This is an optimization exercise on Yosys and OpenROAD, whose aim is small area and a short achievable clock period, not a production implementation.
RTL that was checked went through simulation tests only; none was proved equivalent to the original.
Power and IR drop assume default switching activity.

== v9 ==
Design cinema_system, start of the top module:
module cinema_system(
    input clk,
    input reset,
    input [1:0] theater_id,     
    input [3:0] row,
    input [3:0] col,
    input book_seat,
    input cancel_seat,
    input [1:0] seat_category,  
    input [1:0] time_slot,      
    input [2:0] day_type,       
    output [7:0] seat_status_out,
    output [7:0] total_booked,
    output [7:0] total_available,
    output [15:0] revenue,
    output [15:0] total_revenue
);
For scale: roughly 18,000 um^2 of cells after synthesis.
==> flow/config.mk <==
export PLATFORM = sky130hd
export DESIGN_NAME = cinema_system
export DESIGN_NICKNAME = cinema_system
export VERILOG_FILES = /design/flow/design.v
export SDC_FILE = /design/flow/constraint.sdc
export NUM_CORES = 4
export LEC_CHECK = 0
export CAP_MARGIN = 20
export CORE_MARGIN = 2
export CORE_UTILIZATION = 70
export SLEW_MARGIN = 20
export SYNTH_HIERARCHICAL = 1
==> flow/constraint.sdc <==
create_clock -name core_clock -period 32.0 [get_ports {clk}]
set_input_delay 6.4000 -clock core_clock [delete_from_list [all_inputs] [get_ports {clk}]]
set_output_delay 6.4000 -clock core_clock [all_outputs]
set_load 0.01 [all_outputs]
standard.sh (not shown) runs the stock make flow with config.mk's settings and CLKGATE_MAP_FILE= SYNTH_SCRIPT=/design/flow/synth_recipe.tcl, a recipe that flattens the netlist after the stock synthesis.
==> flow/flow/run.sh <==
#!/bin/bash
# Standard ORFS layout (the standard.sh, so the standard synthesis,
# floorplan, power grid and tap cells are unchanged), with extra make
# variables from flow/knobs.txt, one VAR=value per line:
#  - REMOVE_ABC_BUFFERS=1: drop the buffers ABC inserts (resizer rebuffers),
#  - BUFFER_PORTS_ARGS: small port buffers,
#  - SETUP_SLACK_MARGIN / TNS_END_PERCENT: timing repair asked to reach a
#    setup slack margin, which pushes the achieved period down (the SDC and
#    the clock period are unchanged),
#  - CTS_ARGS: clock tree with large clusters and no dummy loads.
# make's output goes to make_finish.log; ORFS keeps each step's log under
# orfs/logs.
set -euo pipefail
args=()
while IFS= read -r line; do
  [[ -z "$line" || "$line" == \#* ]] && continue
  args+=("$line")
done < flow/knobs.txt
bash standard.sh "${args[@]}" finish > make_finish.log 2>&1
==> flow/flow/knobs.txt <==
REMOVE_ABC_BUFFERS=1
BUFFER_PORTS_ARGS=-buffer_cell sky130_fd_sc_hd__buf_1
SETUP_SLACK_MARGIN=23
TNS_END_PERCENT=5
CTS_ARGS=-sink_clustering_enable -repair_clock_nets -sink_clustering_size 28 -sink_clustering_max_diameter 90 -buf_list sky130_fd_sc_hd__clkbuf_16 -dont_use_dummy_load
Edits applied to the flow inputs when going from v9 to v43:
==> flow/flow/knobs.txt <==
REMOVE_ABC_BUFFERS=1
BUFFER_PORTS_ARGS=-buffer_cell sky130_fd_sc_hd__buf_1
SETUP_SLACK_MARGIN=23
TNS_END_PERCENT=5
CTS_ARGS=-sink_clustering_enable -repair_clock_nets -sink_clustering_size 24 -sink_clustering_max_diameter 80 -buf_list sky130_fd_sc_hd__clkbuf_16 -dont_use_dummy_load
--- a/flow/config.mk
+++ b/flow/config.mk
@@ -8,5 +8,5 @@
 export CAP_MARGIN = 20
 export CORE_MARGIN = 2
-export CORE_UTILIZATION = 70
+export CORE_UTILIZATION = 65
 export SLEW_MARGIN = 20
 export SYNTH_HIERARCHICAL = 1
==> notes.md <==
- Every stage of the flow completed for v43, and the final layout passed the timing, DRC and antenna checks.
- v9 → v43: share of the core filled with cells in the final layout fell by 4.8 points, via count now smaller.
- | count of non-filler cells in the finished layout | lower: v9 |
- Diff v9 -> v43 | die area | up by a little under 10%
- For v43, the last element of the critical path was p_delta[1], unlike v9, where it was revenue[8].
- On final cycle utilization of the critical path, v9 and v43 are basically level.
- Between v43 and v9, the clock slew seen by the registers of the worst setup and hold paths does not differ in any meaningful way.
- Compared with v9, v43 shows a higher non-clock buffer count.
- Going from v9 to v43, global-route met2 utilization saw a decrease, number of placed instances, taps included saw an increase, final wirelength saw a decrease.
Input-level comparison between v44 and v43:
--- a/flow/config.mk
+++ b/flow/config.mk
@@ -8,5 +8,5 @@
 export CAP_MARGIN = 20
 export CORE_MARGIN = 2
-export CORE_UTILIZATION = 65
+export CORE_UTILIZATION = 70
 export SLEW_MARGIN = 20
 export SYNTH_HIERARCHICAL = 1
--- outcome ---
- v44 was carried through to the last stage, and its layout satisfied the timing, DRC and antenna checks.
- Relative to v43, v44 degrades wire length of the first global-routing pass.
- From v43 to v44, post-route antenna net violation count did not move at all.
- Against v43, leakage power of the design in v44 rose slightly.
- [compare] base=v43 new=v44: clock network fraction of total power level, final cell count moved down, non-clock buffer count moved up, part of the cycle the worst path needs level.
- Width of the die (higher): v43
- Any difference in relative area of non-clock buffer cells in the final design between v44 and v43 is small enough to ignore.
- v43 and v44 ended up with roughly the same synthesis-to-finish area growth.
Edits applied to the flow inputs when going from v44 to v6:
==> flow/flow/run.sh <==
#!/bin/bash
# Standard ORFS layout (the standard.sh, standard synthesis) with:
#  - the buffers ABC inserts removed at floorplan (REMOVE_ABC_BUFFERS),
#  - small port buffers,
#  - timing repair asked to reach a setup slack margin, so that the achieved
#    period is pushed down (the SDC and clock period are unchanged).
set -euo pipefail
MARGIN=$(cat flow/margin.txt)
bash standard.sh REMOVE_ABC_BUFFERS=1 SETUP_SLACK_MARGIN=$MARGIN \
  "BUFFER_PORTS_ARGS=-buffer_cell $(cat flow/portbuf.txt)" finish > make_finish.log 2>&1
==> flow/flow/margin.txt (new file) <==
23
==> flow/flow/portbuf.txt (new file) <==
sky130_fd_sc_hd__buf_1
--- a/flow/config.mk
+++ b/flow/config.mk
@@ -8,5 +8,8 @@
 export CAP_MARGIN = 20
 export CORE_MARGIN = 2
-export CORE_UTILIZATION = 70
+export CORE_UTILIZATION = 65
+export CTS_BUF_LIST = sky130_fd_sc_hd__clkbuf_8
+export CTS_CLUSTER_DIAMETER = 50
+export CTS_CLUSTER_SIZE = 16
 export SLEW_MARGIN = 20
 export SYNTH_HIERARCHICAL = 1
removed: flow/flow/knobs.txt
--- outcome ---
- Diff v44 and v6: horizontal die dimension higher in v6
- v6 ends up with a utilization that is 0.52 points lower than in v44.
- For the net switching power of the design, v6 came in 17% higher than v44 did.
- The cell class with the largest area share comes out multi-input combinational cells in one run and flip-flops and latches in the other, namely in v6 and v44 respectively.
- The higher power consumption came out of v6.
- A uppermost layer routed of met4 is what v6 shows, while met5 belongs to v44.

---

cedar:
The RTL this note starts from:
==> flow/design.v <==
module hold_reg #(parameter W = 8) (
    input clk,
    input wr,
    input keep,
    input [W-1:0] n,
    output reg [W-1:0] q,
    output [W-1:0] d
);
    assign d = ({W{wr}} & n) | ({W{keep}} & q);
    always @(posedge clk) q <= d;
endmodule
module rev_adder (
    input [15:0] a,
    input [9:0] d,
    input s,
    output [15:0] y
);
    wire [16:0] sum = {a, 1'b1} + {{6{s}}, d, s};
    assign y = sum[16:1];
endmodule
module cnt_adder (
    input [6:0] c,
    input add,
    input sub,
    output [6:0] booked,
    output [6:0] avail
);
    wire [6:0] t, u;
    assign t[0] = add | sub;
    assign u[0] = ~add & ~sub;
    genvar i;
    generate for (i = 1; i < 7; i = i + 1) begin : g
        assign t[i] = (add & (&c[i-1:0])) | (sub & ~(|c[i-1:0]));
        if (i == 1) begin : g1
            assign u[i] = (~add & ~sub & ~c[0]) | sub;
        end else begin : g2
            assign u[i] = (~add & ~sub & ~(|c[i-1:0])) | (sub & ~(|c[i-1:1]));
        end
    end endgenerate
    assign booked = c ^ t;
    assign avail = ~c ^ u ^ 7'b1000000;
endmodule
module cinema_system(
    input clk,
    input reset,
    input [1:0] theater_id,     
    input [3:0] row,
    input [3:0] col,
    input book_seat,
    input cancel_seat,
    input [1:0] seat_category,  
    input [1:0] time_slot,      
    input [2:0] day_type,       
    output [7:0] seat_status_out,
    output [7:0] total_booked,
    output [7:0] total_available,
    output [15:0] revenue,
    output [15:0] total_revenue
);
    reg        valid;
    reg [1:0]  p_theater;
    reg [6:0]  p_cnt;
    reg [15:0] p_rev;
    reg [9:0]  p_delta;    
    reg        p_add, p_sub;
    reg [15:0] trev;
    reg [7:0]  status_q;
    reg        p_wr;
    reg [4:0]  p_row;
    reg [9:0] price;
    always @(*) begin
        case ({seat_category == 2'd2 ? 2'd2 : seat_category == 2'd1 ? 2'd1 : 2'd0,
               time_slot == 2'd0 ? 2'd0 : time_slot == 2'd2 ? 2'd2 : 2'd1,
               day_type == 3'd1 ? 2'd1 : day_type == 3'd2 ? 2'd2 : 2'd0})
            6'b00_00_00: price = 10'd120;
            6'b00_00_01: price = 10'd144;
            6'b00_00_10: price = 10'd180;
            6'b00_01_00: price = 10'd150;
            6'b00_01_01: price = 10'd180;
            6'b00_01_10: price = 10'd225;
            6'b00_10_00: price = 10'd180;
            6'b00_10_01: price = 10'd216;
            6'b00_10_10: price = 10'd270;
            6'b01_00_00: price = 10'd160;
            6'b01_00_01: price = 10'd192;
            6'b01_00_10: price = 10'd240;
            6'b01_01_00: price = 10'd200;
            6'b01_01_01: price = 10'd240;
            6'b01_01_10: price = 10'd300;
            6'b01_10_00: price = 10'd240;
            6'b01_10_01: price = 10'd288;
            6'b01_10_10: price = 10'd360;
            6'b10_00_00: price = 10'd240;
            6'b10_00_01: price = 10'd288;
            6'b10_00_10: price = 10'd360;
            6'b10_01_00: price = 10'd300;
            6'b10_01_01: price = 10'd360;
            6'b10_01_10: price = 10'd450;
            6'b10_10_00: price = 10'd360;
            6'b10_10_01: price = 10'd432;
            6'b10_10_10: price = 10'd540;
            default:     price = 10'bx;
        endcase
    end
    wire        row_ok = ~row[3];
    wire        col_ok = ~col[3];
    wire [4:0]  row_idx = {theater_id, row[2:0]};
    wire [31:0] row_wr = {31'd0, p_wr} << p_row;
    wire [31:0] row_keep = ~row_wr & {32{valid}};
    wire [255:0] seat_q;
    genvar g;
    generate for (g = 0; g < 32; g = g + 1) begin : seat_rows
        wire [7:0] unused_d;
        hold_reg #(8) u (.clk(clk), .wr(row_wr[g]), .keep(row_keep[g]), .n(status_q),
                         .q(seat_q[g*8 +: 8]), .d(unused_d));
    end endgenerate
    wire       fwd = p_wr & (p_row == row_idx);
    wire [7:0] row_old = fwd ? status_q : seat_q[row_idx*8 +: 8] & {8{valid}};
    wire [7:0] col_sel = (8'd1 << col[2:0]) & {8{row_ok & col_ok}};
    wire       old_bit = |(row_old & col_sel);
    wire       new_bit = ~cancel_seat & (old_bit | book_seat);
    wire [7:0] row_new = (row_old & ~col_sel) | (col_sel & {8{new_bit}});
    wire       op_add = |col_sel & ~old_bit & book_seat & ~cancel_seat;
    wire       op_sub = |col_sel & old_bit & cancel_seat;
    wire [15:0] rev_now, trev_now;
    wire [6:0]  cnt_now, avail_now;
    rev_adder u_rev (.a(p_rev), .d(p_delta), .s(p_sub), .y(rev_now));
    rev_adder u_trev (.a(trev), .d(p_delta), .s(p_sub), .y(trev_now));
    cnt_adder u_cnt (.c(p_cnt), .add(p_add), .sub(p_sub), .booked(cnt_now), .avail(avail_now));
    assign seat_status_out = status_q;
    assign total_booked    = {1'b0, cnt_now};
    assign total_available = {1'b0, avail_now};
    assign revenue         = rev_now;
    assign total_revenue   = trev_now;
    wire [3:0]  th_wr = 4'd1 << p_theater;
    wire [3:0]  th_keep = ~th_wr & {4{valid}};
    wire [22:0] th_d [0:3];
    generate for (g = 0; g < 4; g = g + 1) begin : theaters
        wire [22:0] q;
        hold_reg #(23) u (.clk(clk), .wr(th_wr[g]), .keep(th_keep[g]), .n({cnt_now, rev_now}),
                          .q(q), .d(th_d[g]));
    end endgenerate
    wire [22:0] th_sel = th_d[theater_id];
    always @(posedge clk) begin
        p_theater <= theater_id;
        p_row <= row_idx;
    end
    always @(posedge clk or posedge reset) begin
        if (reset) begin
            valid <= 1'b0;
            trev <= 16'd0;
            p_cnt <= 7'd0;
            p_rev <= 16'd0;
            p_delta <= 10'd0;
            p_add <= 1'b0;
            p_sub <= 1'b0;
            status_q <= 8'd0;
            p_wr <= 1'b0;
        end else begin
            valid <= 1'b1;
            trev <= trev_now;
            {p_cnt, p_rev} <= th_sel;
            p_delta <= op_sub ? ~price : op_add ? price : 10'd0;
            p_add <= op_add;
            p_sub <= op_sub;
            status_q <= row_ok ? row_new : 8'd0;
            p_wr <= row_ok;
        end
    end
endmodule
clock: 32.0 ns
lec_check: 0
cap_margin: 20
core_margin: 2
core_utilization: 65
cts_buf_list: sky130_fd_sc_hd__clkbuf_16
cts_cluster_diameter: 100
cts_cluster_size: 30
slew_margin: 20
synth_hierarchical: 1
==> flow/flow/run.sh <==
#!/bin/bash
# Standard ORFS layout (the standard.sh, standard synthesis) with:
#  - the buffers ABC inserts removed at floorplan (REMOVE_ABC_BUFFERS),
#  - small port buffers,
#  - timing repair asked to reach a setup slack margin, so that the achieved
#    period is pushed down (the SDC and clock period are unchanged).
set -euo pipefail
MARGIN=$(cat flow/margin.txt)
bash standard.sh REMOVE_ABC_BUFFERS=1 SETUP_SLACK_MARGIN=$MARGIN \
  "BUFFER_PORTS_ARGS=-buffer_cell $(cat flow/portbuf.txt)" finish > make_finish.log 2>&1
==> flow/flow/margin.txt <==
23
==> flow/flow/portbuf.txt <==
sky130_fd_sc_hd__buf_2
cedar -> stages 100% | layout checks FAIL | antenna violations
The following lists how juniper was set up differently from cedar:
- swapping 30 for 16 in CTS_CLUSTER_SIZE
- swapping 100 for 50 in CTS_CLUSTER_DIAMETER
- swapping sky130_fd_sc_hd__clkbuf_16 for sky130_fd_sc_hd__clkbuf_8 in CTS_BUF_LIST
==> flow/flow/portbuf.txt <==
sky130_fd_sc_hd__buf_1
## What came out
- juniper went all the way through synthesis, placement and routing and the layout is clean on timing, DRC and antenna.
- The non-clock buffer count reported for juniper is greater than that of cedar by about 3%.
- Lower wire length of the first global-routing pass goes to cedar over juniper.
- Met3 wire length (juniper vs. cedar) increases by more than 10%
- Mean number of vias per cell of juniper falls short of that of cedar slightly.
- Changes observed in juniper relative to cedar: post-route clock period utilization +0.31 points, setup slack -100 ps, sequential share of layout area -0.62 points.
Function was not checked in any run of this note: the RTL went through the layout flow alone.

what the ideal ports hide:
Ports are ideal in the flow. The routed layouts listed here were re-timed in OpenROAD. Step 1 sets driving cells, clkbuf_16 on the clock port and buf_2 on the other inputs (assumed; they add their load-dependent delay and slew). Step 2, shift: input delay + t, output delay - t, t = (earliest + latest rising clock arrival at the registers) / 2. This alone moves slack from input paths to output paths. a / b / c = ideal ports / drivers / drivers and shift; a / b = the first two.
run	shift t [ns]	setup slack, ns	worst slew at a driven data input, ns
v9	0.566	22.784 / 22.737 / 22.241	0.07
v43	0.577	22.769 / 22.738 / 22.225	0.07
v44	0.584	22.779 / 22.725 / 22.328	0.08
v6	0.605	22.637 / 22.590 / 22.327	0.07
cedar	0.599	22.824 / 22.771 / 22.520	0.08
juniper	0.609	22.724 / 22.675 / 22.606	0.08
The setup slack of v43, which loses most, moves by -0.031 ns with the drivers and by -0.544 ns with both steps.
